Context: an optimization exercise on an open-source flow, tuned for a short achievable clock period and few clock cycles. The choices shown serve that exercise and are no tape-out recipe. Function was not checked in any run shown here: the RTL went through the layout flow alone. Power and IR drop assume default switching activity.

File: flow/constraint.sdc
create_clock -name core_clock -period 9.0 [get_ports {clk}]
set_input_delay 1.8000 -clock core_clock [delete_from_list [all_inputs] [get_ports {clk}]]
set_output_delay 1.8000 -clock core_clock [all_outputs]
set_load 0.01 [all_outputs]
File: flow/design.v
module ks_add32(
    input [31:0] a,
    input [31:0] b,
    input cin,
    output [31:0] s
    );
    wire [31:0] p0 = a ^ b;
    wire [31:0] g0 = (a & b);
    wire [31:0] gi = {g0[31:1], g0[0] | (p0[0] & cin)};
    wire [31:0] g1, p1, g2, p2, g3, p3, g4, p4, g5;
    genvar i;
    generate
        for (i = 0; i < 32; i = i + 1) begin : lv
            if (i >= 1)  begin : a1 assign g1[i] = gi[i] | (p0[i] & gi[i-1]); assign p1[i] = p0[i] & p0[i-1]; end
            else         begin : b1 assign g1[i] = gi[i]; assign p1[i] = p0[i]; end
            if (i >= 2)  begin : a2 assign g2[i] = g1[i] | (p1[i] & g1[i-2]); assign p2[i] = p1[i] & p1[i-2]; end
            else         begin : b2 assign g2[i] = g1[i]; assign p2[i] = p1[i]; end
            if (i >= 4)  begin : a3 assign g3[i] = g2[i] | (p2[i] & g2[i-4]); assign p3[i] = p2[i] & p2[i-4]; end
            else         begin : b3 assign g3[i] = g2[i]; assign p3[i] = p2[i]; end
            if (i >= 8)  begin : a4 assign g4[i] = g3[i] | (p3[i] & g3[i-8]); assign p4[i] = p3[i] & p3[i-8]; end
            else         begin : b4 assign g4[i] = g3[i]; assign p4[i] = p3[i]; end
            if (i >= 16) begin : a5 assign g5[i] = g4[i] | (p4[i] & g4[i-16]); end
            else         begin : b5 assign g5[i] = g4[i]; end
        end
    endgenerate
    assign s = p0 ^ {g5[30:0], cin};
endmodule
module cmp_lt32s(
    input [31:0] a,
    input [31:0] b,
    output lt
    );
    wire [31:0] ua = {~a[31], a[30:0]};
    wire [31:0] ub = {~b[31], b[30:0]};
    wire [31:0] l0 = ~ua & ub;           
    wire [31:0] e0 = ~(ua ^ ub);         
    wire [15:0] l1, e1;
    wire [7:0]  l2, e2;
    wire [3:0]  l3, e3;
    wire [1:0]  l4, e4;
    genvar i;
    generate
        for (i = 0; i < 16; i = i + 1) begin : c1
            assign l1[i] = l0[2*i+1] | (e0[2*i+1] & l0[2*i]);
            assign e1[i] = e0[2*i+1] & e0[2*i];
        end
        for (i = 0; i < 8; i = i + 1) begin : c2
            assign l2[i] = l1[2*i+1] | (e1[2*i+1] & l1[2*i]);
            assign e2[i] = e1[2*i+1] & e1[2*i];
        end
        for (i = 0; i < 4; i = i + 1) begin : c3
            assign l3[i] = l2[2*i+1] | (e2[2*i+1] & l2[2*i]);
            assign e3[i] = e2[2*i+1] & e2[2*i];
        end
        for (i = 0; i < 2; i = i + 1) begin : c4
            assign l4[i] = l3[2*i+1] | (e3[2*i+1] & l3[2*i]);
            assign e4[i] = e3[2*i+1] & e3[2*i];
        end
    endgenerate
    assign lt = l4[1] | (e4[1] & l4[0]);
endmodule
module pipelined_cpu(
    input clk,
    input rst_n,
    output [15:0]imem_addr,
    input [31:0]imem_rdata,
    output [15:0]dmem_addr,
    output dmem_we,
    output [31:0]dmem_wdata,
    input [31:0]dmem_rdata,
    output debug_wb_have_inst,
    output [31:0]debug_wb_pc,
    output debug_wb_ena,
    output [4:0]debug_wb_reg,
    output [31:0]debug_wb_value
    );
    integer j;
    reg [31:0] pc_f_n;
    reg [15:0] imem_q;
    reg [15:0] bidx_q;          
    reg [31:0] m_res_n;
    reg [15:0] dmem_q;
    wire [31:0] pc_f = ~pc_f_n;
    wire [31:0] m_res = ~m_res_n;
    reg [32*32-1:0] rfv;        
    reg        bt_v   [0:15];
    reg [11:0] bt_tag [0:15];
    reg [15:0] bt_tgt [0:15];
    reg        bt_jal [0:15];
    reg [1:0]  bt_ctr [0:15];
    reg        bt_fd   [0:15];  
    reg        bt_zr   [0:15];  
    reg [4:0]  bt_zrs  [0:15];  
    reg [2:0]  bt_ztt  [0:15];  
    reg [31:0] rf_z, rf_n;      
    reg [16:0] bt_k   [0:15];   
    reg        e_valid, e_squash;
    reg [31:0] e_pc, e_link, e_timm;
    reg [15:0] e_link_oh;       
    reg [31:0] e_a, e_b, e_sd;
    reg [31:0] e_ca, e_cb;      
    reg [4:0]  e_shl, e_shr, e_sha;    
    reg        e_sd_late, e_a_late, e_b_late;
    reg        e_wen, e_ld, e_st, e_br, e_jal, e_jalr, e_pred, e_bhit;
    reg [16:0] e_k;             
    reg        e_beq, e_bne, e_blt, e_bge;
    reg [4:0]  e_rd;
    reg        e_s_add, e_s_sub, e_s_and, e_s_or, e_s_xor, e_s_sll, e_s_srl, e_s_sra, e_s_b, e_s_link;
    reg        e_zr, m_zr;
    reg [4:0]  e_zrs, m_zrs;
    reg [2:0]  e_ztt, m_ztt;
    reg        m_valid, m_wen, m_ld, m_st, m_br, m_jal, m_jalr, m_jbad, m_taken, m_bhit, m_bok, m_kok;
    reg [16:0] m_k;
    reg [31:0] m_pc, m_sd, m_tgt;
    reg [4:0]  m_rd;
    reg        w_valid, w_wen;
    reg [31:0] w_pc, w_val;
    reg [4:0]  w_rd;
    wire [15:0] bsel = bidx_q;
    reg [15:0] bt_match, bt_take;
    reg [15:0] pred_tgt;
    reg [16:0] pred_k;
    always @* begin
        pred_tgt = 16'd0;
        pred_k = 17'd0;
        for (j = 0; j < 16; j = j + 1) begin
            bt_match[j] = bsel[j] & bt_v[j] & (bt_tag[j] == pc_f[17:6]);
            bt_take[j] = bt_match[j] & (bt_jal[j] | bt_fd[j]);
            pred_tgt = pred_tgt | ({16{bsel[j]}} & bt_tgt[j]);
            pred_k = pred_k | ({17{bsel[j]}} & bt_k[j]);
        end
    end
    wire lowpc = pc_f[31:18] == 14'd0;
    wire bt_hit = (|bt_match) & lowpc;
    wire pred_t = (|bt_take) & lowpc;
    wire [31:0] pc_inc = pc_f + 32'd4;
    wire [31:0] inst = imem_rdata;
    wire [6:0] opc = inst[6:0];
    wire is_r    = opc == 7'b0110011;
    wire is_i    = opc == 7'b0010011;
    wire is_ld   = opc == 7'b0000011;
    wire is_st   = opc == 7'b0100011;
    wire is_br   = opc == 7'b1100011;
    wire is_lui  = opc == 7'b0110111;
    wire is_jal  = opc == 7'b1101111;
    wire is_jalr = opc == 7'b1100111;
    wire [2:0] f3 = inst[14:12];
    wire [4:0] rs1 = inst[19:15];
    wire [4:0] rs2 = inst[24:20];
    wire [4:0] rd  = inst[11:7];
    wire alu_op = is_r | is_i;
    wire is_sh = alu_op & (f3 == 3'b001 || f3 == 3'b101);
    wire [31:0] imm_i = {{20{inst[31]}}, inst[31:20]};
    wire [31:0] imm_s = {{20{inst[31]}}, inst[31:25], inst[11:7]};
    wire [31:0] imm_b = {{19{inst[31]}}, inst[31], inst[7], inst[30:25], inst[11:8], 1'b0};
    wire [31:0] imm_u = {inst[31:12], 12'b0};
    wire [31:0] imm_j = {{11{inst[31]}}, inst[31], inst[19:12], inst[20], inst[30:21], 1'b0};
    wire use_a  = is_r | is_i | is_ld | is_st | is_br | is_jalr;
    wire b_reg  = is_r | is_br;
    wire wen    = is_r | is_i | is_ld | is_lui | is_jal | is_jalr;
    wire [31:0] imm_op = is_st ? imm_s : is_lui ? imm_u : imm_i;
    wire e_v = e_valid & ~e_squash;
    wire [31:0] A = e_a;
    wire [31:0] B = e_b;
    wire [31:0] LA = e_a_late ? dmem_rdata : e_a;
    wire [31:0] LB = e_b_late ? dmem_rdata : e_b;
    wire [31:0] SD = e_sd_late ? dmem_rdata : e_sd;
    wire [31:0] sum, diff;
    ks_add32 u_add(.a(A), .b(B), .cin(1'b0), .s(sum));
    ks_add32 u_sub(.a(A), .b(~B), .cin(1'b1), .s(diff));
    wire [31:0] sll_r = A << e_shl;
    wire [31:0] srl_r = A >> e_shr;
    wire [31:0] sra_r = $signed(A) >>> e_sha;
    wire [31:0] tgt_sum = e_pc + e_timm;
    wire [31:0] r_and = LA & LB;
    wire [31:0] r_or  = LA | LB;
    wire [31:0] r_xor = LA ^ LB;
    wire [31:0] e_result =
          ({32{e_s_add}}  & sum)
        | ({32{e_s_sub}}  & diff)
        | ({32{e_s_and}}  & r_and)
        | ({32{e_s_or}}   & r_or)
        | ({32{e_s_xor}}  & r_xor)
        | ({32{e_s_sll}}  & sll_r)
        | ({32{e_s_srl}}  & srl_r)
        | ({32{e_s_sra}}  & sra_r)
        | ({32{e_s_b}}    & B)
        | ({32{e_s_link}} & e_link);
    wire [31:0] m_val = m_ld ? dmem_rdata : m_res;
    wire e_fw = e_v & e_wen;
    wire e_m1 = e_fw & (e_rd == rs1) & (rs1 != 5'd0);
    wire e_m2 = e_fw & (e_rd == rs2) & (rs2 != 5'd0);
    wire m_m1 = m_wen & (m_rd == rs1) & (rs1 != 5'd0);
    wire m_m2 = m_wen & (m_rd == rs2) & (rs2 != 5'd0);
    wire e1_alu = e_m1 & ~e_ld;
    wire e2_alu = e_m2 & ~e_ld;
    wire late_ok = alu_op & (f3 == 3'b100 || f3 == 3'b110 || f3 == 3'b111);
    wire stall = e_ld & ((use_a & e_m1) | (b_reg & e_m2)) & ~late_ok;
    wire [31:0] rf1 = rfv[32*rs1 +: 32];
    wire [31:0] rf2 = rfv[32*rs2 +: 32];
    wire nz1 = rs1 != 5'd0;
    wire nz2 = rs2 != 5'd0;
    wire a_e  = e1_alu;
    wire a_m  = ~e_m1 & m_m1;
    wire a_rf = use_a & ~e_m1 & ~m_m1 & nz1;
    wire b_e  = b_reg & e2_alu;
    wire b_m  = b_reg & ~e_m2 & m_m2;
    wire b_rf = b_reg & ~e_m2 & ~m_m2 & nz2;
    wire b_im = ~b_reg;
    wire s_e  = e2_alu;
    wire s_m  = ~e_m2 & m_m2;
    wire s_rf = ~e_m2 & ~m_m2 & nz2;
    wire h_e  = is_sh & is_r & e2_alu;
    wire h_m  = is_sh & is_r & ~e_m2 & m_m2;
    wire h_rf = is_sh & is_r & ~e_m2 & ~m_m2 & nz2;
    wire h_im = is_sh & is_i;
    function [31:0] fwd_e;
        input g;
        begin
            fwd_e = ({32{g & e_s_add}}  & sum)
                  | ({32{g & e_s_sub}}  & diff)
                  | ({32{g & e_s_and}}  & r_and)
                  | ({32{g & e_s_or}}   & r_or)
                  | ({32{g & e_s_xor}}  & r_xor)
                  | ({32{g & e_s_sll}}  & sll_r)
                  | ({32{g & e_s_srl}}  & srl_r)
                  | ({32{g & e_s_sra}}  & sra_r)
                  | ({32{g & e_s_b}}    & B)
                  | ({32{g & e_s_link}} & e_link);
        end
    endfunction
    wire [31:0] fe_a = fwd_e(a_e);
    wire [31:0] fe_b = fwd_e(b_e);
    wire [31:0] fe_s = fwd_e(s_e);
    wire [31:0] fe_h = fwd_e(h_e);
    wire [31:0] a_next  = fe_a | ({32{a_m}} & m_val) | ({32{a_rf}} & rf1);
    wire [31:0] b_next  = fe_b | ({32{b_m}} & m_val) | ({32{b_rf}} & rf2) | ({32{b_im}} & imm_op);
    wire [31:0] ca_next = fwd_e(a_e & is_br) | ({32{a_m & is_br}} & m_val) | ({32{a_rf & is_br}} & rf1);
    wire [31:0] cb_next = fwd_e(b_e & is_br) | ({32{b_m & is_br}} & m_val) | ({32{b_rf & is_br}} & rf2);
    wire [31:0] sd_next = fe_s | ({32{s_m}} & m_val) | ({32{s_rf}} & rf2);
    wire [4:0]  sh_next = fe_h[4:0] | ({5{h_m}} & m_val[4:0]) | ({5{h_rf}} & rf2[4:0]) | ({5{h_im}} & inst[24:20]);
    wire eq = A == B;
    wire lt;
    cmp_lt32s u_lt(.a(A), .b(B), .lt(lt));
    wire taken = (e_beq & eq) | (e_bne & ~eq) | (e_blt & lt) | (e_bge & ~lt);
    wire eq2 = e_ca == e_cb;
    wire lt2;
    cmp_lt32s u_lt2(.a(e_ca), .b(e_cb), .lt(lt2));
    wire taken2 = (e_beq & eq2) | (e_bne & ~eq2) | (e_blt & lt2) | (e_bge & ~lt2);
    wire go = e_jal | (e_br & taken);           
    wire jalr_ok = e_pred & (A[31:1] == {14'd0, e_k});
    wire mispred = e_v & (e_jalr ? ~jalr_ok : (go != e_pred));
    wire [31:0] jalr_tgt = {sum[31:1], 1'b0};
    wire [31:0] act_tgt = e_jalr ? jalr_tgt : tgt_sum;
    wire e_brv = e_v & e_br;
    wire nb_btgt = e_v & e_jal & ~e_pred;                               
    wire nb_link = e_v & e_pred & ~e_jal & ~e_jalr & ~e_br;             
    wire sel_jalr = e_v & e_jalr & ~jalr_ok;
    wire nb_fd = ~(e_brv | nb_btgt | nb_link | sel_jalr);
    wire sel_ptgt = pred_t;
    wire sel_inc  = ~pred_t;
    function [15:0] oh4;
        input [3:0] x;
        oh4 = 16'd1 << x;
    endfunction
    wire [15:0] inc_oh = {bidx_q[14:0], bidx_q[15]};    
    wire [15:0] fd_oh = ({16{sel_ptgt}} & oh4(pred_tgt[3:0])) | ({16{sel_inc}} & inc_oh);
    wire [31:0] fd_pc = ({32{sel_ptgt}} & {14'd0, pred_tgt, 2'b00}) | ({32{sel_inc}} & pc_inc);
    wire [31:0] pc_tk = e_pred ? fd_pc : tgt_sum;
    wire [31:0] pc_nt = e_brv ? (e_pred ? e_link : fd_pc)
                      : ({32{nb_btgt}} & tgt_sum) | ({32{nb_link}} & e_link)
                      | ({32{sel_jalr}} & jalr_tgt) | ({32{nb_fd}} & fd_pc);
    wire [15:0] oh_tk = e_pred ? fd_oh : oh4(tgt_sum[5:2]);
    wire [15:0] oh_nt = e_brv ? (e_pred ? e_link_oh : fd_oh)
                      : ({16{nb_btgt}} & oh4(tgt_sum[5:2])) | ({16{nb_link}} & e_link_oh)
                      | ({16{sel_jalr}} & oh4(jalr_tgt[5:2])) | ({16{nb_fd}} & fd_oh);
    wire s_tk1 = ~stall & e_brv & taken;
    wire s_nt1 = ~stall & ~(e_brv & taken);
    wire s_tk2 = ~stall & e_brv & taken2;
    wire s_nt2 = ~stall & ~(e_brv & taken2);
    wire [31:0] pc_next = ({32{stall}} & pc_f) | ({32{s_tk1}} & pc_tk) | ({32{s_nt1}} & pc_nt);
    wire [31:0] pc_next2 = ({32{stall}} & pc_f) | ({32{s_tk2}} & pc_tk) | ({32{s_nt2}} & pc_nt);
    wire [15:0] bidx_next = ({16{stall}} & bidx_q) | ({16{s_tk2}} & oh_tk) | ({16{s_nt2}} & oh_nt);
    always @(posedge clk or negedge rst_n) begin
        if (!rst_n) begin
            pc_f_n <= 32'hffffffff;
            imem_q <= 16'd0;
            bidx_q <= 16'd1;
        end else begin
            pc_f_n <= ~pc_next;
            imem_q <= pc_next2[17:2];
            bidx_q <= bidx_next;
        end
    end
    wire [15:0] usel = 16'd1 << m_pc[5:2];
    wire u_go = m_jal | m_jalr | (m_br & m_taken);
    wire u_alloc = u_go & m_bok & (~m_bhit | m_jbad) & (~m_jalr | m_kok);
    wire u_cnt = m_br & m_bhit;
    always @(posedge clk or negedge rst_n) begin
        if (!rst_n) begin
            for (j = 0; j < 16; j = j + 1) bt_v[j] <= 1'b0;
        end else begin
            for (j = 0; j < 16; j = j + 1)
                if (u_alloc & usel[j]) bt_v[j] <= 1'b1;
        end
    end
    wire e_zok = (e_s_and | e_s_or | e_s_xor) & ~e_a_late & ~e_b_late;
    wire e_nok = e_zok;
    wire ez_e = (e_s_and & ~|(A & B)) | (e_s_or & ~|(A | B)) | (e_s_xor & (A == B));
    wire en_e = (e_s_and & A[31] & B[31]) | (e_s_or & (A[31] | B[31])) | (e_s_xor & (A[31] ^ B[31]));
    wire rz_m = m_res == 32'd0;          
    wire rz_w = w_val == 32'd0;
    wire fd_wr = wen & (rd != 5'd0);
    reg  ez_ok [0:15];
    reg  ez_dir [0:15];
    reg  ez_z, ez_n, ez_nk;
    integer jj;
    always @* begin
        for (jj = 0; jj < 16; jj = jj + 1) begin
            ez_nk = 1'b1;
            ez_ok[jj] = bt_zr[jj] & ~(fd_wr & (rd == bt_zrs[jj]));
            if (bt_zrs[jj] == 5'd0) begin
                ez_z = 1'b1; ez_n = 1'b0;
            end else if (e_fw & (e_rd == bt_zrs[jj])) begin
                ez_z = ez_e; ez_n = en_e; ez_nk = e_nok;
                if (e_ld | ~e_zok) ez_ok[jj] = 1'b0;
            end else if (m_wen & (m_rd == bt_zrs[jj])) begin
                ez_z = rz_m; ez_n = m_res[31];
                if (m_ld) ez_ok[jj] = 1'b0;
            end else if (w_valid & w_wen & (w_rd == bt_zrs[jj])) begin
                ez_z = rz_w; ez_n = w_val[31];
            end else begin
                ez_z = rf_z[bt_zrs[jj]]; ez_n = rf_n[bt_zrs[jj]];
            end
            if (~ez_nk & (bt_ztt[jj][2] != bt_ztt[jj][0])) ez_ok[jj] = 1'b0;
            ez_dir[jj] = ez_n ? bt_ztt[jj][2] : ez_z ? bt_ztt[jj][1] : bt_ztt[jj][0];
        end
    end
    wire zr_now = is_br & ((rs1 == 5'd0) | (rs2 == 5'd0));
    wire [4:0] zrs_now = (rs2 == 5'd0) ? rs1 : rs2;
    wire [2:0] ztt_now = (f3 == 3'b000) ? 3'b010 :                           
                         (f3 == 3'b001) ? 3'b101 :                           
                         (f3 == 3'b100) ? ((rs2 == 5'd0) ? 3'b100 : 3'b001) :  
                         (f3 == 3'b101) ? ((rs2 == 5'd0) ? 3'b011 : 3'b110) :  
                                          3'b000;
    wire [31:0] decwf = 32'd1 << w_rd;
    always @(posedge clk) begin
        for (j = 1; j < 32; j = j + 1)
            if (w_valid && w_wen && decwf[j]) begin
                rf_z[j] <= rz_w;
                rf_n[j] <= w_val[31];
            end
    end
    reg ctr_nx [0:15];
    always @* begin
        for (jj = 0; jj < 16; jj = jj + 1) begin
            ctr_nx[jj] = bt_ctr[jj][1];
            if (u_cnt & usel[jj])
                ctr_nx[jj] = m_taken ? (bt_ctr[jj] != 2'b00) : (bt_ctr[jj] == 2'b11);
        end
    end
    always @(posedge clk) begin
        for (j = 0; j < 16; j = j + 1) begin
            if (u_alloc & usel[j]) begin
                bt_fd[j] <= 1'b1;
                bt_zr[j] <= m_zr;
                bt_zrs[j] <= m_zrs;
                bt_ztt[j] <= m_ztt;
            end else begin
                bt_fd[j] <= (ez_ok[j] & ~stall) ? ez_dir[j] : ctr_nx[j];
            end
        end
    end
    always @(posedge clk) begin
        for (j = 0; j < 16; j = j + 1) begin
            if (u_alloc & usel[j]) begin
                bt_tag[j] <= m_pc[17:6];
                bt_tgt[j] <= m_tgt[17:2];
                bt_jal[j] <= m_jal | m_jalr;
                bt_k[j] <= m_k;
                bt_ctr[j] <= 2'b10;
            end else if (u_cnt & usel[j]) begin
                if (m_taken) begin
                    if (bt_ctr[j] != 2'b11) bt_ctr[j] <= bt_ctr[j] + 2'd1;
                end else begin
                    if (bt_ctr[j] != 2'b00) bt_ctr[j] <= bt_ctr[j] - 2'd1;
                end
            end
        end
    end
    always @(posedge clk or negedge rst_n) begin
        if (!rst_n) begin
            e_valid <= 1'b0; e_squash <= 1'b0; e_sd_late <= 1'b0; e_a_late <= 1'b0; e_b_late <= 1'b0;
            e_wen <= 1'b0; e_ld <= 1'b0; e_st <= 1'b0; e_br <= 1'b0; e_jal <= 1'b0; e_jalr <= 1'b0;
            e_pred <= 1'b0; e_bhit <= 1'b0;
            e_beq <= 1'b0; e_bne <= 1'b0; e_blt <= 1'b0; e_bge <= 1'b0;
            e_s_add <= 1'b0; e_s_sub <= 1'b0; e_s_and <= 1'b0; e_s_or <= 1'b0; e_s_xor <= 1'b0;
            e_s_sll <= 1'b0; e_s_srl <= 1'b0; e_s_sra <= 1'b0; e_s_b <= 1'b0; e_s_link <= 1'b0;
        end else begin
            e_valid <= 1'b1;
            e_squash <= mispred | stall;
            e_sd_late <= e_m2 & e_ld;
            e_a_late <= use_a & e_m1 & e_ld;
            e_b_late <= b_reg & e_m2 & e_ld;
            e_wen <= wen; e_ld <= is_ld; e_st <= is_st; e_br <= is_br; e_jal <= is_jal; e_jalr <= is_jalr;
            e_pred <= pred_t; e_bhit <= bt_hit;
            e_beq <= is_br & f3 == 3'b000;
            e_bne <= is_br & f3 == 3'b001;
            e_blt <= is_br & f3 == 3'b100;
            e_bge <= is_br & f3 == 3'b101;
            e_s_add <= is_ld | is_st | (alu_op & f3 == 3'b000 & ~(is_r & inst[30]));
            e_s_sub <= is_r & f3 == 3'b000 & inst[30];
            e_s_and <= alu_op & f3 == 3'b111;
            e_s_or  <= alu_op & f3 == 3'b110;
            e_s_xor <= alu_op & f3 == 3'b100;
            e_s_sll <= alu_op & f3 == 3'b001;
            e_s_srl <= alu_op & f3 == 3'b101 & ~inst[30];
            e_s_sra <= alu_op & f3 == 3'b101 & inst[30];
            e_s_b   <= is_lui;
            e_s_link <= is_jal | is_jalr;
        end
    end
    always @(posedge clk) begin
        e_pc <= pc_f;
        e_link <= pc_inc;
        e_rd <= rd;          
        e_link_oh <= inc_oh;
        e_zr <= zr_now;
        e_zrs <= zrs_now;
        e_ztt <= ztt_now;
        e_timm <= is_jal ? imm_j : imm_b;
        e_k <= pred_k;
        e_a  <= a_next;
        e_b  <= b_next;
        e_ca <= ca_next;
        e_cb <= cb_next;
        e_sd <= sd_next;
        e_shl <= sh_next & {5{f3 == 3'b001}};
        e_shr <= sh_next & {5{f3 == 3'b101 & ~inst[30]}};
        e_sha <= sh_next & {5{f3 == 3'b101 & inst[30]}};
    end
    always @(posedge clk or negedge rst_n) begin
        if (!rst_n) begin
            m_valid <= 1'b0; m_wen <= 1'b0; m_ld <= 1'b0; m_st <= 1'b0; m_br <= 1'b0; m_jal <= 1'b0;
            m_jalr <= 1'b0; m_jbad <= 1'b0; m_kok <= 1'b0;
            m_taken <= 1'b0; m_bhit <= 1'b0; m_bok <= 1'b0;
        end else begin
            m_valid <= e_v;
            m_wen <= e_v & e_wen;
            m_ld <= e_v & e_ld;
            m_st <= e_v & e_st;
            m_br <= e_v & e_br;
            m_jal <= e_v & e_jal;
            m_jalr <= e_v & e_jalr;
            m_jbad <= e_jalr & ~jalr_ok;
            m_kok <= ~B[0] & (A[31:18] == 14'd0);
            m_taken <= taken;
            m_bhit <= e_bhit;
            m_bok <= (e_pc[31:18] == 14'd0) & (act_tgt[31:18] == 14'd0);
        end
    end
    always @(posedge clk) begin
        m_pc <= e_pc;
        m_res_n <= ~e_result;
        dmem_q <= e_result[17:2];
        m_sd <= SD;
        m_tgt <= act_tgt;
        m_rd <= e_rd;
        m_zr <= e_zr;
        m_zrs <= e_zrs;
        m_ztt <= e_ztt;
        m_k <= A[17:1];
    end
    wire [31:0] decw = 32'd1 << m_rd;
    always @(posedge clk) begin
        for (j = 1; j < 32; j = j + 1)
            if (m_wen && decw[j])
                rfv[32*j +: 32] <= m_val;
    end
    always @(posedge clk or negedge rst_n) begin
        if (!rst_n) begin
            w_valid <= 1'b0;
        end else begin
            w_valid <= m_valid;
        end
    end
    always @(posedge clk) begin
        w_pc <= m_pc;
        w_wen <= m_wen;      
        w_rd <= m_rd;
        w_val <= m_val;
    end
    assign imem_addr = imem_q;
    assign dmem_addr = dmem_q;
    assign dmem_we = m_st;
    assign dmem_wdata = m_sd;
    assign debug_wb_have_inst = w_valid;
    assign debug_wb_pc = w_pc;
    assign debug_wb_ena = w_wen;
    assign debug_wb_reg = w_rd;
    assign debug_wb_value = w_val;
endmodule
File: flow/config.mk
export PLATFORM = sky130hd
export DESIGN_NAME = pipelined_cpu
export DESIGN_NICKNAME = pipelined_cpu
export VERILOG_FILES = /design/flow/design.v
export SDC_FILE = /design/flow/constraint.sdc
export NUM_CORES = 8
export LEC_CHECK = 0
export CAP_MARGIN = 20
export CORE_MARGIN = 2
export CORE_UTILIZATION = 55
export SLEW_MARGIN = 20
File: flow/flow/run.sh
#!/bin/bash
# Standard layout with two changes: ABC maps the logic against a delay target
# (flow/abc_speed.script replaces ORFS's), and timing repair aims at a tighter
# setup margin. Everything else is ORFS's own scripts, copied unchanged.
set -euo pipefail
rm -rf scripts_mod
cp -r "$FLOW_HOME/scripts" scripts_mod
cp flow/abc_speed.script scripts_mod/abc_speed.script
bash standard.sh SCRIPTS_DIR="$PWD/scripts_mod" SETUP_SLACK_MARGIN=6.5 finish > standard_flow.log 2>&1
File: flow/flow/abc_speed.script
strash
dch -f
map -D 1500
buffer -p
upsize -D 1500
dnsize -D 1500
stime -p
File: flow/standard.sh
#!/bin/bash
# synth_recipe.tcl (not shown) runs the flow's synth.tcl, then flattens the netlist and writes it again
# the make line also repeats each setting of config.mk as NAME=value (left out here)
make -C /OpenROAD-flow-scripts/flow DESIGN_CONFIG=/design/flow/config.mk WORK_HOME=/design/flow/orfs CLKGATE_MAP_FILE= SYNTH_SCRIPT=/design/flow/synth_recipe.tcl "${@:-finish}"
==> results of run 1 <==
-- repair_timing --
item,4_1_cts
setup endpoints to repair,3212
setup buffers,673
hold buffers,0
pin swaps,426
cloned,114
resized for setup,3123
-- power groups by stage --
stage / sequential (mW) / clock (mW) / combinational, mW
after floorplan: 14.3 / 0 / 3.11
after global placement: 14.7 / 0 / 5.28
after CTS: 14.5 / 11.8 / 6.68
after detailed placement: 14.7 / 0 / 5.38
-- per-layer routing --
layer  GRT overflow  GRT usage [%]
met1              7           71.0
met2             41           82.7
met3              4           48.0
met4             23           62.9
met5              0           29.3
-- how the worst max path moves through the flow --
stage,start,slack (ns),cells past startpoint,end
after CTS,imem_rdata[20],5.62,17,e_shl[2]
after global placement,imem_rdata[19],2.63,12,e_a[20]
after detailed placement,imem_rdata[20],2.55,11,e_shr[4]
after floorplan,imem_rdata[21],5.18,14,e_b[23]
-- cell families after synthesis --
kind of cell,Yosys count,share of synthesized area [%]
mux,53,0.399
xor+xnor,200,1.23
other cells,1,0.00262
simple gates,5938,17.5
buf+inv,2300,6.26
fa+ha+maj,264,2.33
compound gates,5026,21.4
flops,2635,50.9
-- cells in the mapped netlist (67+ instances only) --
cell | number | area [sq um]
a21oi_1 | 1452 | 7270
a221oi_1 | 213 | 1870
a22oi_1 | 125 | 938
a31oi_1 | 115 | 719
a32o_1 | 86 | 861
a32oi_1 | 230 | 2010
buf_2 | 138 | 691
clkbuf_1 | 979 | 3670
dfrtp_1 | 87 | 2180
dfxtp_1 | 581 | 11600
edfxtp_1 | 1934 | 58100
ha_1 | 261 | 3270
inv_1 | 1072 | 4020
nand2_1 | 3161 | 11900
nand3_1 | 582 | 2910
nand4_1 | 306 | 1910
nor2_1 | 1354 | 5080
nor3_1 | 214 | 1070
nor4_1 | 113 | 707
o2111ai_1 | 75 | 657
o211ai_1 | 270 | 2030
o21ai_0 | 1729 | 8650
o221ai_1 | 146 | 1280
o22ai_1 | 212 | 1330
o311ai_0 | 67 | 587
or2_2 | 105 | 657
xor2_1 | 135 | 1180
-- through the flow --
step	cells	utilization, %	hold WS [ns]	cell area [sq um]
floorplan	16417	-	0.310	146000
CTS	20504	68.2	0.326	177000
detailed placement	19205	57.7	0.315	149000
global placement	19203	57.6	0.315	149000
==> results.txt, run 1 <==
Outcome:
- The flow did not finish.
- The flow halted during global routing (5_1_grt).
- The tool reported: "[ERROR GRT-0232] Routing congestion too high. Check the congestion heatmap in the GUI".

Logic synthesis:
- Counting every instance in the synthesized netlist gives 16417.
- Counting flops and latches in the post-synthesis netlist gives 2635.
- The number of synthesized flops with an enable pin is 1934.
- The post-synthesis instance area is 143000 sq um.
- For this run, asynchronously set or reset flops after synthesis account for 4.55%.
- Counting every net in the synthesized netlist gives 16747.
- The average size of a mapped cell is 8.71 sq um.
- The prevailing post-synth register cell is edfxtp_1.
- The sequential element share of the synthesized area is 50.9%.
- During synthesis, Yosys emitted a total of 48 warnings.
- The number of different library cells in the post-synthesis netlist is 92.

CTS:
- The tree is rooted in a clkbuf_16.
- The buffer depth of the longest clock path is 4.
- The count of clock tree sinks is 2635.
- The maximum level of the CTS H-tree is 5.
- The number of buffers created by CTS is 280.

Placement:
- The post-detailed-placement half-perimeter wirelength is 459000 microns.
- The number of port buffers is 201.
- Routability-driven placement finished with a final weighted congestion of 1.09.
- Prior to clock tree synthesis, the placed netlist has a worst setup slack of 2.55 ns.

Floorplanning:
- For this configuration, the core starts out at a cell density of 55.2%.
- After floorplanning, the core was divided into 187 placement rows.
- The die boundary height is 514 microns.
- The count of boundary I/O pins is 202.
- The floorplan step set the die width to 514 microns.

GRT:
- The maximum number of pins on one net before global-route repair is 98.
- Across every metal layer, demand over resource in global routing totals 67.0%.
- For this run the aggregate overflow at the end of global routing stands at 75.
==> inputs of run 2 (changes only) <==
--- a/flow/config.mk
+++ b/flow/config.mk
@@ -7,5 +7,5 @@
 export LEC_CHECK = 0
 export CAP_MARGIN = 20
 export CORE_MARGIN = 2
-export CORE_UTILIZATION = 55
+export CORE_UTILIZATION = 45
 export SLEW_MARGIN = 20
==> results.txt, run 2 <==
Worst setup path:
- Data on the critical path is required at its endpoint by 9.86 ns.
- The biggest fanout along the worst timing path is 6.
- The critical path goes through clkinvlp_4, buf_4, nand2_1, o21ai_0, o21ai_2, nand3_1, o32ai_2, nor2_1, o221ai_2, a21oi_2, o22ai_2.
- By startpoint and endpoint, the worst setup path is classified as reg2reg.
- The depth of the worst register-to-register path is 11.
- The slowest stage of the critical path is the o32ai_2 cell.
- STA classifies the critical path startpoint as a register.
- The worst stage delay on the critical path is 1.22 ns.
- The signal arrival time at the worst endpoint is 4.57 ns.
- The worst setup path is captured at a register.

Placement:
- At the placement stage, the worst setup path has a slack of 2.57 ns.
- In this run, placement finished with an instance count of 19976.
- The post-detailed-placement cell area is 150000 sq um.
- The final weighted congestion in routability-driven placement is 1.07.
- Port buffering added 201 buffers.
- The post-detailed-placement half-perimeter wirelength is 446000 microns.

Hold path:
- The type of the worst min-delay path is reg2reg.
- Counting instances, the worst hold path has a depth of 0.

STA:
- For the final database, setup skew stands at 0.0580 ns.
- The final critical path time including I/O delays and setup is 3.71 ns.
- For this run, the top clock speed supported by timing is 269 MHz.
- The number of endpoints with negative hold slack in the final report came to 0.
- The worst hold slack is 0.323 ns.
- The worst pin sits at a relative slew slack of 11.5%.
- The final critical-path setup slack is 5.29 ns.
- The transition time at the pin with the least slew margin is 1.33 ns.
- Setup violations remaining at the end of the flow were counted as 0.
- Setup repair after global routing could not meet its margin everywhere.
- In the finished design, the share of the clock period the worst path needs comes to 41.2%.
- For the final routed database, the setup TNS stands at 0 ns.
- The final count of pins violating max slew was 0.

CTS:
- Buffers inserted during clock tree synthesis total 294.
- After clock tree synthesis, the clock-pin slew on the worst setup and hold paths is 0.06 ns.
- TritonCTS built the clock tree.
- The clock insertion delay at the later pin of the skew report is 0.94 ns.
- The count of clock tree sinks is 2635.
- The root buffer cell chosen for the clock tree is clkbuf_16.
- In this run the deepest clock path goes through 4 buffers.
- CTS built an H-tree with a depth of 5.

Floorplanning:
- The die is 568 microns wide.
- The row count is 206.
- The die covers 322000 sq um.
- The count of boundary I/O pins is 202.
- The die boundary height is 568 microns.
- The area of the placeable core is 315000 sq um.
- The starting density of the core is 45.3%.

Power and ir drop:
- Registers are responsible for 42.3% of the overall power.
- The clock network accounts for 36.2% of the total power.
- The total power draw is 34.5 mW.
- The internal portion of the total power is 23.4 mW.
- The worst-case IR drop observed on VDD is 0.227 mV.
- The analysis attributes to net switching a power of 11.1 mW.
- The part of the power in combinational logic is 21.5%.
- In this run the power density over the cells is 186 nW/um^2.
- The static leakage is 69.1 nW.
- Of the total power, the share spent switching nets is 32.2%.

GRT:
- Entering global routing, the biggest net connects 86 pins.
- The overall fraction of global-route tracks in use is 44.9%.
- The via count of the first global-routing pass is 131680.
- The number of antenna violations at the first check in global routing is 51.
- The first-pass GRT wire length is 1030000 microns.
- Summed over all layers, the global routing overflow is 0.

Logic synthesis:
- After synthesis the netlist holds a flip-flop and latch count of 2635.
- Yosys instantiated no cell more often than nand2_1.
- The async set-or-reset flop fraction in the synthesized netlist is 4.55%.
- The cell accounting for the most synthesized area is edfxtp_1.
- The number of synthesized flops with an enable pin is 1934.
- The sequential element share of the synthesized area is 50.9%.
- Yosys attributes the largest share of cell area to edfxtp_1 41%, nand2_1 8.3%, dfxtp_1 8.1%, o21ai_0 6.1%, a21oi_1 5.1%.
- After synthesis the cells add up to 143000 sq um.
- Counting instances in the post-synthesis netlist gives the leading cell types as 3161 x nand2_1, 1934 x edfxtp_1, 1729 x o21ai_0.
- The average size of a mapped cell is 8.71 sq um.
- The top cell type by area accounts for 40.6% of the synthesized area.
- During synthesis, Yosys emitted a total of 48 warnings.
- Synthesis instantiated 92 different standard cells from the library.
- The prevailing post-synth register cell is edfxtp_1.
- After technology mapping, the gate count stands at 16417.
- The number of nets produced by synthesis is 16747.

Final layout:
- Cells with a size suffix above 1 make up 23.6% of the layout.
- The register bank with the most flops is rfv.
- The final design area excluding fillers is 185000 sq um.
- The most frequent standard cell in the layout excluding fill and tap cells is nand2_1.
- In the final layout, the registers with the most flip-flops are rfv: 992 flops, bt_k: 272 flops, bt_tgt: 256 flops.
- The utilization after layout is 58.7%.
- The layout-stage area growth over the synthesis result is 29.5%.
- The final cell count without fillers is 21657.
- The sequential cells in the finished layout cover a total of 73100 sq um.
- The register with the most flip-flops in the layout has 992 of them.
- In the final design database the tool counted 17559 nets.
- The library cells used most frequently in the layout, excluding fill and tap cells, are 2936 x nand2_1, 1934 x edfxtp_1, 1352 x o21ai_0, 1271 x a21oi_1, 1170 x nor2_1.
- Counting the fill cells in the layout gives 26744.
- In the final layout, the multi-input gates occupy 71600 sq um.

Route:
- The routed design has 763000 microns of wire.
- The number of DRC violations after detailed-routing iteration 0 is 25632.
- The detailed-route DRC error count is 0.
- The count of nets left with antenna violations once routing finished came out at 0.
- The detailed-route via count is 147394.
- Dividing the detail-routed wire length by the instance count gives 35.2 microns.
- After detailed routing, the number of vias per cell comes to 6.81.
- The pre-antenna-repair detailed-routing pass consisted of 9 iterations.

Outcome:
- The flow ran to the end and the layout has no timing, DRC or antenna violations.

Run:
- The tool flagged a number of max-cap violations equal to 0.
[run 2: cell counts after synthesis]
Identical to the previous run, type by type.
[run 2: per-layer routing]
layer,track usage (%),wire length (microns),part of all wire (%)
met1,56.4,265000,35
met2,63.7,308000,40
met3,15.6,117000,15
met4,33.3,72900,9.6
met5,0.0297,246,0.032
[run 2: final timing paths]
kind	slack, ns	start	end
setup / recovery	5.29	e_a[30]	e_ca[29]
hold / removal	0.32	m_pc[25]	w_pc[25]
setup reg to reg	5.29	e_a[30]	e_ca[29]
hold reg to reg	0.32	m_pc[25]	w_pc[25]
max in group asynchronous	6.73	rst_n	e_pred
min in group asynchronous	0.76	rst_n	bt_v[3]
[run 2: logic make-up after synthesis]
kind of cell	synth area share (%)
adders and majority gates	2.33
other	0.00262
AOI/OAI and AO/OA	21.4
buffers and inverters	6.26
and+or+nand+nor	17.5
muxes	0.399
xor gates and xnor gates	1.23
DFF	50.9
[run 2: power by group through the flow]
stage               Clock, mW  Combinational [mW]  Sequential [mW]
floorplan                   0                3.11             14.3
detailed placement          0                5.29             14.8
CTS                      12.5                6.51             14.5
global route             12.9                7.58             14.6
global placement            0                5.30             14.8
finish                   12.5                7.41             14.6
[run 2: area by class of cell]
| type | count | share of cell area [%] |
|---|---|---|
| Sequential cell | 2635 | 39.5 |
| Clock inverter | 149 | 0.815 |
| Timing Repair inverter | 34 | 0.200 |
| Clock buffer | 392 | 4.44 |
| Multi-Input combinational cell | 11490 | 38.7 |
| Timing Repair Buffer | 1659 | 10.8 |
| Inverter | 1115 | 2.73 |
| Tap cell | 4160 | 2.81 |
| Antenna cell | 23 | 0.0311 |
[run 2: worst max-delay path: cells and delay by family (launching register included)]
family / cells / cell delay, ns
DFF: 1 / 0.39
AOI/OAI and AO/OA: 6 / 2.02
buffers and inverters: 2 / 0.39
and+or+nand+nor: 3 / 0.78
[run 2: timing repair]
item	CTS	global route
gates cloned	136	23
endpoints found under the setup margin	3208	1145
setup buffers	624	333
resized for setup	3066	950
pin swaps	428	423
hold buffers	0	0
==> inputs of run 3 (changes only) <==
--- a/flow/design.v
+++ b/flow/design.v
@@ -88,6 +88,10 @@
     reg [15:0] bt_tgt [0:15];
     reg        bt_jal [0:15];
     reg [1:0]  bt_ctr [0:15];
+    reg [6:0]  bt_hist [0:15];  
+    reg [1:0]  bt_ch   [0:15];  
+    reg        bt_ldir [0:15];  
+    reg [1:0]  lpht    [0:127];
     reg        bt_fd   [0:15];  
     reg        bt_zr   [0:15];  
     reg [4:0]  bt_zrs  [0:15];  
@@ -109,6 +113,9 @@
     reg        e_zr, m_zr;
     reg [4:0]  e_zrs, m_zrs;
     reg [2:0]  e_ztt, m_ztt;
+    reg [6:0]  e_lh, m_lh;
+    reg [1:0]  e_lch, m_lch;
+    reg        e_lbp, m_lbp;
     reg        m_valid, m_wen, m_ld, m_st, m_br, m_jal, m_jalr, m_jbad, m_taken, m_bhit, m_bok, m_kok;
     reg [16:0] m_k;
     reg [31:0] m_pc, m_sd, m_tgt;
@@ -120,14 +127,23 @@
     reg [15:0] bt_match, bt_take;
     reg [15:0] pred_tgt;
     reg [16:0] pred_k;
+    reg [6:0]  f_lh;
+    reg [1:0]  f_lch;
+    reg        f_lbp;
     always @* begin
         pred_tgt = 16'd0;
         pred_k = 17'd0;
+        f_lh = 7'd0;
+        f_lch = 2'd0;
+        f_lbp = 1'b0;
         for (j = 0; j < 16; j = j + 1) begin
             bt_match[j] = bsel[j] & bt_v[j] & (bt_tag[j] == pc_f[17:6]);
             bt_take[j] = bt_match[j] & (bt_jal[j] | bt_fd[j]);
             pred_tgt = pred_tgt | ({16{bsel[j]}} & bt_tgt[j]);
             pred_k = pred_k | ({17{bsel[j]}} & bt_k[j]);
+            f_lh = f_lh | ({7{bsel[j]}} & bt_hist[j]);
+            f_lch = f_lch | ({2{bsel[j]}} & bt_ch[j]);
+            f_lbp = f_lbp | (bsel[j] & bt_ctr[j][1]);
         end
     end
     wire lowpc = pc_f[31:18] == 14'd0;
@@ -351,6 +367,54 @@
                 rf_n[j] <= w_val[31];
             end
     end
+    reg        lu_v, lu_t, lu_bp;
+    reg [3:0]  lu_idx;
+    reg [6:0]  lu_li, lu_pc, lu_hist;
+    reg [1:0]  lu_lp, lu_ch;
+    reg        x_v;
+    reg [3:0]  x_idx;
+    reg [6:0]  x_li;
+    wire [6:0] li_o = m_lh ^ m_pc[8:2];
+    always @(posedge clk or negedge rst_n) begin
+        if (!rst_n) begin
+            lu_v <= 1'b0;
+            x_v <= 1'b0;
+        end else begin
+            lu_v <= u_cnt;
+            x_v <= lu_v;
+        end
+    end
+    always @(posedge clk) begin
+        lu_t <= m_taken;
+        lu_bp <= m_lbp;
+        lu_idx <= m_pc[5:2];
+        lu_li <= li_o;
+        lu_pc <= m_pc[8:2];
+        lu_lp <= lpht[li_o];
+        lu_ch <= m_lch;
+        lu_hist <= m_lh;
+    end
+    wire [1:0] lp_n = lu_t ? ((lu_lp == 2'b11) ? 2'b11 : lu_lp + 2'd1)
+                           : ((lu_lp == 2'b00) ? 2'b00 : lu_lp - 2'd1);
+    wire [6:0] hist_n = {lu_hist[5:0], lu_t};
+    wire [1:0] ch_n = (lu_bp == lu_lp[1]) ? lu_ch :
+                      (lu_lp[1] == lu_t) ? ((lu_ch == 2'b11) ? 2'b11 : lu_ch + 2'd1)
+                                         : ((lu_ch == 2'b00) ? 2'b00 : lu_ch - 2'd1);
+    integer q;
+    always @(posedge clk or negedge rst_n) begin
+        if (!rst_n) begin
+            for (q = 0; q < 128; q = q + 1) lpht[q] <= 2'b01;
+        end else if (lu_v) begin
+            lpht[lu_li] <= lp_n;
+        end
+    end
+    always @(posedge clk) begin
+        x_idx <= lu_idx;
+        x_li <= hist_n ^ lu_pc;
+    end
+    wire ldir_x = lpht[x_li][1];
+    wire [15:0] lsel = 16'd1 << lu_idx;
+    wire [15:0] xsel = 16'd1 << x_idx;
     reg ctr_nx [0:15];
     always @* begin
         for (jj = 0; jj < 16; jj = jj + 1) begin
@@ -359,6 +423,14 @@
                 ctr_nx[jj] = m_taken ? (bt_ctr[jj] != 2'b00) : (bt_ctr[jj] == 2'b11);
         end
     end
+    reg ch_nx [0:15];
+    reg ld_nx [0:15];
+    always @* begin
+        for (jj = 0; jj < 16; jj = jj + 1) begin
+            ch_nx[jj] = (lu_v & lsel[jj]) ? ch_n[1] : bt_ch[jj][1];
+            ld_nx[jj] = (x_v & xsel[jj]) ? ldir_x : bt_ldir[jj];
+        end
+    end
     always @(posedge clk) begin
         for (j = 0; j < 16; j = j + 1) begin
             if (u_alloc & usel[j]) begin
@@ -366,8 +438,17 @@
                 bt_zr[j] <= m_zr;
                 bt_zrs[j] <= m_zrs;
                 bt_ztt[j] <= m_ztt;
+                bt_hist[j] <= 7'd1;
+                bt_ch[j] <= 2'b01;
+                bt_ldir[j] <= 1'b1;
             end else begin
-                bt_fd[j] <= (ez_ok[j] & ~stall) ? ez_dir[j] : ctr_nx[j];
+                bt_fd[j] <= (ez_ok[j] & ~stall) ? ez_dir[j] : ch_nx[j] ? ld_nx[j] : ctr_nx[j];
+                if (lu_v & lsel[j]) begin
+                    bt_hist[j] <= hist_n;
+                    bt_ch[j] <= ch_n;
+                end
+                if (x_v & xsel[j])
+                    bt_ldir[j] <= ldir_x;
             end
         end
     end
@@ -426,6 +507,9 @@
         e_rd <= rd;          
         e_link_oh <= inc_oh;
         e_zr <= zr_now;
+        e_lh <= f_lh;
+        e_lch <= f_lch;
+        e_lbp <= f_lbp;
         e_zrs <= zrs_now;
         e_ztt <= ztt_now;
         e_timm <= is_jal ? imm_j : imm_b;
@@ -467,6 +551,9 @@
         m_tgt <= act_tgt;
         m_rd <= e_rd;
         m_zr <= e_zr;
+        m_lh <= e_lh;
+        m_lch <= e_lch;
+        m_lbp <= e_lbp;
         m_zrs <= e_zrs;
         m_ztt <= e_ztt;
         m_k <= A[17:1];
--- a/flow/config.mk
+++ b/flow/config.mk
@@ -7,5 +7,5 @@
 export LEC_CHECK = 0
 export CAP_MARGIN = 20
 export CORE_MARGIN = 2
-export CORE_UTILIZATION = 45
+export CORE_UTILIZATION = 40
 export SLEW_MARGIN = 20
==> results.txt, run 3 <==
Power and ir drop:
- The sequential cell fraction of total power is 42.4%.
- The maximum VDD drop is 0.181 mV.
- For this design the total switching power over the nets is 12.8 mW.
- In this run switching power makes up 32.0% of total power.
- Summed over all cells, the static leakage comes to 77.6 nW.
- The part of the power in combinational logic is 20.9%.
- Power spread over the standard cell area amounts to 191 nW/um^2.
- The internal power summed over all cells is 27.1 mW.
- The clock network accounts for 36.7% of the total power.

Run:
- The max-capacitance violation count is 0.

CTS:
- TritonCTS built the clock tree.
- TritonCTS created 341 clock buffers.
- The later pin in the worst-skew pair is clocked with a latency of 1.02 ns.
- The buffer depth of the longest clock path is 4.
- The count of clock tree sinks is 3103.
- The CTS clock-pin slew for the worst setup and hold paths is 0.07 ns.
- Clock tree synthesis selected as its root buffer the cell clkbuf_16.
- CTS built an H-tree with a depth of 5.

Worst setup path:
- The type of element launching the critical path is a register.
- The critical path starts at e_b[9].
- Along the worst path, the maximum fanout reaches 4.
- The startpoint of the most critical register-to-register path is e_b[9].
- The critical path class is reg2reg.
- STA puts the critical path data required time at 9.86 ns.
- At the worst endpoint, the arrival time is 4.52 ns.
- The category of the worst setup path capture point is a register.

Hold path:
- The path class of the tightest hold or removal check is reg2reg.
- The worst hold path begins at m_lch[1].

Logic synthesis:
- Summed over all instances, the cell type with the most area after synthesis is edfxtp_1.
- The most frequent cell after synthesis is nand2_1.
- The share of Yosys cell area claimed by the top area cell type is 36.0%.
- The sequential element share of the synthesized area is 51.7%.
- The async set-or-reset flop fraction in the synthesized netlist is 12.2%.
- The netlist uses 98 different library cells.
- The Yosys step of the flow raised 54 warnings.
- The mapped netlist covers 162000 sq um.
- After synthesis, the cell types taking the most area are edfxtp_1 36%, dfxtp_1 9.8%, nand2_1 8.6%, o21ai_0 6.3%, a21oi_1 4.8%.
- Averaged over all synthesized cells, the footprint is 8.74 sq um.
- Among all flip-flop cells after synthesis, the most frequent one is edfxtp_1.
- The synthesized flop and latch total is 3103.
- The commonest cells after synthesis are 3700 x nand2_1, 2023 x o21ai_0, 1934 x edfxtp_1.
- The number of nets produced by synthesis is 18814.
- The number of synthesized flops with an enable pin is 1934.
- The cell count after synthesis came out at 18484.

STA:
- After layout, the worst path uses 40.7% of the clock period.
- The number of endpoints with negative hold slack in the final report is 0.
- The transition time at the pin with the least slew margin is 1.21 ns.
- The number of setup violations in the final report is 0.
- Setup repair after global routing could not meet its margin everywhere.
- Setup total negative slack on the finished layout was measured at 0 ns.
- The maximum frequency from static timing analysis is 273 MHz.
- The final count of pins violating max slew is 0.
- After layout, the worst setup slack is 5.34 ns.
- The final critical path time including I/O delays and setup is 3.66 ns.
- For the final database, setup skew stands at 0.101 ns.
- Measured against its own limit, the worst slew margin works out to 19.3%.

Placement:
- The worst setup slack before clock tree synthesis is 3.03 ns.
- Including well taps, the total number of placed cells is 23113.
- Summing all placed instances gives a cell area of 170000 sq um.
- The wire-length estimate of the detail-placed layout is 493000 microns.
- The final weighted congestion in routability-driven placement is 1.04.
- During placement, the flow inserted port buffers numbering 201.

Floorplanning:
- The die boundary height is 639 microns.
- The row count is 233.
- In this run the horizontal extent of the chip is 639 microns.
- The starting density of the core is 40.1%.
- The count of boundary I/O pins is 202.
- The floorplan step defined a die boundary enclosing 409000 sq um.
- The core region is 402000 sq um.

GRT:
- The number of antenna violations at the first check in global routing is 58.
- The overall fraction of global-route tracks in use is 39.2%.
- After global routing the overflow that remains totals 0.
- The first global-routing pass estimated 1150000 microns of wire.
- The via count of the first global-routing pass was 148631.
- The maximum number of pins on one net before global-route repair is 131.

Route:
- The pre-antenna-repair detailed-routing pass consisted of 10 iterations.
- In the routed layout, each cell is associated on average with a via count of 6.58.
- Summing over every cut layer, the via total after detailed routing is 164846.
- The number of DRC violations after detailed-routing iteration 0 is 28668.
- The detailed-route DRC error count is 0.
- Wires add up to 842000 microns.
- The final antenna-violating net count is 0.
- The wire length per cell is 33.6 microns.

Final layout:
- The layout-stage area growth over the synthesis result is 29.5%.
- After routing the design area is 209000 sq um.
- The most frequent standard cell in the layout excluding fill and tap cells is nand2_1.
- Leaving out fill and tap cells, the most frequent cells in the layout are 3394 x nand2_1, 1934 x edfxtp_1, 1652 x o21ai_0, 1418 x a21oi_1, 1319 x nor2_1.
- The number of flip-flops under the largest register name is 992.
- More flip-flops sit in one register than any other, and that register is rfv.
- In the final layout, the share of cells above drive strength 1 is 23.3%.
- Leaving out filler cells and counting taps, the final layout contains 25038.
- After the last flow step, the layout net total stands at 19738.
- The largest registers in the layout are rfv: 992 flops, bt_k: 272 flops.
- The number of inserted filler cells in the final layout is 35866.

Outcome:
- The run finished with no timing, DRC or antenna violations.
run 3: cell count changes after synthesis, moves of 130 or more:
cell,before,now
dfxtp_1,581,791
a22oi_1,125,265
dfrtp_1,87,217
o21ai_0,1729,2023
nand2_1,3161,3700
nor2_1,1354,1531
run 3: cell families (layout without fill, tap and decap cells):
family	Yosys count	in the layout	share of synthesized area, %
muxes	61	61	0.403
xor gates and xnor gates	210	210	1.14
DFF	3103	3103	51.7
adders and majority gates	264	264	2.06
and+or+nand+nor	6643	6657	17.0
other	1	53	0.00232
buffers and inverters	2469	3669	5.98
AOI/OAI and AO/OA	5733	5734	21.6
run 3: area by class of cell:
type                            instances  area [sq um]  area share, %
Sequential cell                      3103         84100           40.2
Clock buffer                          474          9660           4.62
Antenna cell                           52           130         0.0622
Tap cell                             5287          6620           3.16
Multi-Input combinational cell      12927         78800           37.7
Timing Repair Buffer                 1801         22000           10.5
Clock inverter                        160          1840          0.880
Inverter                             1191          5480           2.62
Timing Repair inverter                 43           531          0.254
run 3: layer usage:
metal  share of wire [%]  track usage [%]
met1                  36             49.6
met2                  41             56.2
met4                 9.6             29.6
met3                  14             11.9
met5               0.059           0.0591
run 3: power by group through the flow:
| stage | Combinational (mW) | Clock [mW] | Sequential, mW |
|---|---|---|---|
| floorplan | 3.34 | 0 | 16.6 |
| global placement | 5.42 | 0 | 17.3 |
| detailed placement | 5.43 | 0 | 17.3 |
| CTS | 7.42 | 14.7 | 16.8 |
| global route | 8.57 | 15.2 | 17.0 |
| finish | 8.34 | 14.7 | 16.9 |
run 3: worst paths after layout:
| check | to | slack [ns] | cells after the start |
|---|---|---|---|
| setup reg to reg | m_bok | 5.34 | 16 |
| hold reg to reg | lu_ch[1] | 0.32 | 0 |
| min in group asynchronous | m_ld | 0.82 | 1 |
| max in group asynchronous | e_pred | 6.61 | 2 |
| setup / recovery | m_bok | 5.34 | 16 |
| hold / removal | lu_ch[1] | 0.32 | 0 |
run 3: critical path: stages, from the launching register on:
cell and delay (ns):
dfxtp_4 0.48, inv_1 0.18, ha_4 0.31, buf_12 0.13, a21oi_4 0.21, o21ai_2 0.10, a21oi_2 0.16, o21ai_4 0.13
a21oi_2 0.19, nand3b_1 0.26, buf_6 0.17, nand3_4 0.14, nand2_4 0.15, o2111ai_1 0.12, nor2_1 0.12, nand4_1 0.28
nor2_4 0.36
run 3: timing repair:
action / CTS / global route
buffers inserted: 814 / 246
pin swaps: 559 / 349
hold endpoints to repair: 0 / 0
cloned: 157 / 20
hold buffers: 0 / 0
setup endpoints to repair: 3184 / 1458
resized for setup: 3447 / 778
run 3: stage by stage:
step / util, % / hold WS [ns] / power [mW]
global placement: 42.3 / 0.310 / 22.7
detailed placement: 42.3 / 0.312 / 22.7
CTS: 50.5 / 0.319 / 38.9
global route: 52.0 / 0.324 / 40.7
floorplan: - / 0.310 / 19.9
finish: 52.0 / 0.322 / 39.9

## what the ideal ports hide
Ports are ideal in the flow. The routed layouts listed here were re-timed in OpenROAD. Step 1: set_driving_cell puts a clkbuf_16 on clk and a buf_2 on each other input, an assumption about the parent block. Step 2 adds t to the input delays and takes it off the output delays; t is the mean of the earliest and latest rising clock arrival at the registers after step 1. Input paths then give back, and output paths get back, about the clock's delay inside the block. Slacks: no drivers / after step 1 / after step 2; pairs: no drivers / after step 1.
| run | t (ns) | slack for setup (ns) | latest minus earliest clock arrival (ns) |
|---|---|---|---|
| run 2 | 1.027 | 5.288 / 5.137 / 4.109 | 0.067 / 0.067 |
| run 3 | 1.099 | 5.340 / 5.312 / 4.213 | 0.109 / 0.108 |
After both steps every run listed still meets setup and hold. The setup slack of run 2, which loses most, moves by -0.151 ns with the drivers and by -1.179 ns with both steps.
